From an optimization exercise on the open Yosys and OpenROAD flow, aimed at small area; shortcuts taken in it are not production practice. In this exercise RTL edits were held to simulation tests only and were not proved equivalent to the original. The clock port is modelled as an ideal driver; clocking choices that lean on that would not hold on a real chip.

==> trial 73: inputs <==
## RGB_YCbCr
module RGB_YCbCr #(
	parameter	DSIZE	= 16,
	parameter	MSIZE	= 12
)(
	input				clock,
	input				invsync,
	input				inhsync,
	input				inde,
	input [DSIZE-1:0]	inR,
	input [DSIZE-1:0]	inG,
	input [DSIZE-1:0]	inB,
	output				outvsync,
	output				outhsync,
	output				outde,
	output[DSIZE-1:0]	outY,
	output[DSIZE-1:0]	outCb,
	output[DSIZE-1:0]	outCr
);
reg [15:0] q1R, q1G, q1B;
reg r1_0;
reg r1_1;
reg r1_2;
reg r1_3;
reg r1_4;
reg r1_5;
reg r1_6;
reg r1_7;
reg r1_8;
reg r1_9;
reg r1_10;
reg r1_11;
reg r1_12;
reg r1_13;
reg r1_14;
reg r1_15;
reg r1_16;
reg r1_17;
reg r1_18;
reg r1_19;
reg r2_20;
reg r2_21;
reg r2_22;
reg r2_23;
reg r2_24;
reg r2_25;
reg r2_26;
reg r2_27;
reg r2_28;
reg r2_29;
reg r2_30;
reg r2_31;
reg r2_32;
reg r2_33;
reg r2_34;
reg r2_35;
reg r2_36;
reg r2_37;
reg r2_38;
reg r2_39;
reg r2_40;
reg r2_41;
reg r2_42;
reg r2_43;
reg r2_44;
reg r2_45;
reg r2_46;
reg r2_47;
reg r2_48;
reg r2_49;
reg r2_50;
reg r2_51;
reg r2_52;
reg r2_53;
reg r2_54;
reg r2_55;
reg r2_56;
reg r2_57;
reg r2_58;
reg r2_59;
reg r2_60;
reg r2_61;
reg r2_62;
reg r2_63;
reg r2_64;
reg r2_65;
reg r2_66;
reg r2_67;
reg [15:0] Y_q, Cb_q, Cr_q;
wire s4;
wire c4;
wire s8;
wire c8;
wire s12;
wire c12;
wire s15;
wire c15;
wire s19;
wire c19;
wire s23;
wire c23;
wire s27;
wire c27;
wire y53;
wire c54;
wire c55;
wire s56;
wire c56;
wire y57;
wire s58;
wire c58;
wire c59;
wire s60;
wire c60;
wire c61;
wire s62;
wire c62;
wire c63;
wire s64;
wire c64;
wire c65;
wire s66;
wire c66;
wire s67;
wire c67;
wire y68;
wire s69;
wire c69;
wire s70;
wire c70;
wire c71;
wire y72;
wire y73;
wire c74;
wire c75;
wire y76;
wire s77;
wire c77;
  ...
==> flow/config.mk <==
export PLATFORM = sky130hd
export DESIGN_NAME = RGB_YCbCr
export DESIGN_NICKNAME = RGB_YCbCr
export VERILOG_FILES = /design/flow/design.v
export SDC_FILE = /design/flow/constraint.sdc
export NUM_CORES = 4
export LEC_CHECK = 0
export CAP_MARGIN = 20
export CORE_MARGIN = 2
export CORE_UTILIZATION = 40
export GPL_TIMING_DRIVEN = 0
export SETUP_SLACK_MARGIN = -0.15
export SLEW_MARGIN = 20
export SYNTH_HIERARCHICAL = 1
export SYNTH_MINIMUM_KEEP_SIZE = 0
==> flow/constraint.sdc <==
create_clock -name core_clock -period 7.0 [get_ports {clock}]
set_input_delay 1.4000 -clock core_clock [delete_from_list [all_inputs] [get_ports {clock}]]
set_output_delay 1.4000 -clock core_clock [all_outputs]
set_load 0.01 [all_outputs]
standard.sh (not shown) runs the stock make flow with config.mk's settings and CLKGATE_MAP_FILE= SYNTH_SCRIPT=/design/flow/synth_recipe.tcl, a recipe that flattens the netlist after the stock synthesis.
==> flow/flow/run.sh <==
#!/bin/bash
# Own layout flow: the standard layout (standard.sh), unchanged synthesis, with:
#  - after synthesis, each maj3_2 cell is swapped for maj3_1 (same function, smaller);
#  - ports are buffered with the smallest buffer (buf_1) instead of clkdlybuf4s50_1;
#  - clock tree synthesis uses small clock buffers and inserts no dummy loads.
# Tool logs go to orfs/logs as in the standard flow; make's output to synth.log / flow.log.
set -euo pipefail
cd "$(dirname "$0")/.."
export BUFFER_PORTS_ARGS="-buffer_cell sky130_fd_sc_hd__buf_1"
export CTS_ARGS="-sink_clustering_enable -repair_clock_nets -dont_use_dummy_load -buf_list {sky130_fd_sc_hd__clkbuf_4 sky130_fd_sc_hd__clkbuf_8}"
bash standard.sh synth > synth.log 2>&1
R=orfs/results/${FLOW_PLATFORM:-sky130hd}/RGB_YCbCr/base
sed -i 's/sky130_fd_sc_hd__maj3_2 /sky130_fd_sc_hd__maj3_1 /' $R/1_2_yosys.v
rm -f $R/1_synth.odb $R/1_synth.sdc
bash standard.sh > flow.log 2>&1
==> trial 61: changes against trial 73 <==
--- a/flow/flow/run.sh
+++ b/flow/flow/run.sh
@@ -4,3 +4,4 @@
 #  - ports are buffered with the smallest buffer (buf_1) instead of clkdlybuf4s50_1;
-#  - clock tree synthesis uses small clock buffers and inserts no dummy loads.
+#  - clock tree synthesis uses clkbuf_4 and inserts no dummy loads; after it, clock buffers
+#    that drive a slow edge are upsized (flow/post_cts.tcl).
 # Tool logs go to orfs/logs as in the standard flow; make's output to synth.log / flow.log.
@@ -9,3 +10,4 @@
 export BUFFER_PORTS_ARGS="-buffer_cell sky130_fd_sc_hd__buf_1"
-export CTS_ARGS="-sink_clustering_enable -repair_clock_nets -dont_use_dummy_load -buf_list {sky130_fd_sc_hd__clkbuf_4 sky130_fd_sc_hd__clkbuf_8}"
+export CTS_ARGS="-sink_clustering_enable -repair_clock_nets -dont_use_dummy_load -buf_list {sky130_fd_sc_hd__clkbuf_4}"
+export POST_CTS_TCL="$(pwd)/flow/post_cts.tcl"
 bash standard.sh synth > synth.log 2>&1
==> flow/flow/post_cts.tcl (new file) <==
# Sourced by ORFS at the end of clock tree synthesis (POST_CTS_TCL): a clock buffer whose
# sinks see a slow clock edge is swapped for the next larger clock buffer, then the
# placement is legalised again.
estimate_parasitics -placement
set upsized 0
foreach net [get_nets clknet_*] {
  set maxs 0
  set drv ""
  foreach pin [get_pins -of_objects $net] {
    if {[get_property $pin direction] == "output"} {
      set drv [get_property $pin instance]
      continue
    }
    set s [get_property $pin slew_max]
    if {$s > $maxs} { set maxs $s }
  }
  if {$drv != "" && $maxs > 0.095 && [get_property $drv ref_name] == "sky130_fd_sc_hd__clkbuf_4"} {
    replace_cell $drv sky130_fd_sc_hd__clkbuf_8
    incr upsized
  }
}
puts "post_cts: upsized $upsized clock buffers"
if {$upsized > 0} {
  detailed_placement
  check_placement -verbose
  estimate_parasitics -placement
}
Settings changed: SETUP_SLACK_MARGIN -0.15 to not set.
==> results.sh <==
export IMPL_synth_compound_gate_area_share=0
export IMPL_synth_commonest_cells="357 x fa_1, 157 x dfxtp_1, 75 x inv_1, 53 x maj3_2, 31 x xor2_1"
export IMPL_die_y_um=176
export IMPL_io_pins=103
export IMPL_dieWidth_um=176
export IMPL_synth_top_area_share=0.602
export IMPL_ys_seq_elements=157
export IMPL_cts_sinks=157
export IMPL_synthCells=747
export IMPL_initial_utilization=0.409
export IMPL_stop_error="Error: cts.tcl, 90 pin objects do not have a instance property."
export IMPL_synthMuxAreaShare=0
export IMPL_placement_cell_area_um2=12700
export IMPL_outcome="stopped before the end"
export IMPL_synth_area_per_cell_um2=15.8
export IMPL_stop_stage="clock tree synthesis"
export IMPL_yosysTopAreaCell="fa_1"
export IMPL_ys_async_sr_fraction=0
The numbers above come from trial 61.

==> results.sh <==
export IMPL_outcome="complete, no violations"
export IMPL_die_y_um=176
export IMPL_io_pins=103
export IMPL_synth_top_area_share=0.602
export IMPL_placement_cell_area_um2=12700
export IMPL_synthCells=747
export IMPL_synth_area_per_cell_um2=15.8
export IMPL_cts_sinks=157
export IMPL_ys_async_sr_fraction=0
export IMPL_clk_pin_slew_worst_paths_ns=0.07
export IMPL_yosysTopAreaCell="fa_1"
export IMPL_synth_commonest_cells="357 x fa_1, 157 x dfxtp_1, 75 x inv_1, 53 x maj3_2, 31 x xor2_1"
The numbers above come from trial 73.

-- re-timing with driven ports --
Ports are ideal in the flow. The routed layout listed here was re-timed in OpenROAD. Step 1: set_driving_cell puts a clkbuf_16 on clock and a buf_2 on each other input, an assumption about the parent block. Step 2 adds t to the input delays and takes it off the output delays; t is the mean of the earliest and latest rising clock arrival at the registers after step 1. Input paths then give back, and output paths get back, about the clock's delay inside the block. Slacks: ideal ports / drivers / drivers and shift; pairs: ideal ports / drivers.
run: trial 73
t, ns: 0.484
setup WS [ns]: 0.145 / 0.145 / -0.177
clock arrival spread, ns: 0.030 / 0.030
Met with ideal ports but missed after step 2: setup timing in trial 73. For trial 73, drivers alone change the setup slack by 0.000 ns; drivers and shift together by -0.322 ns.
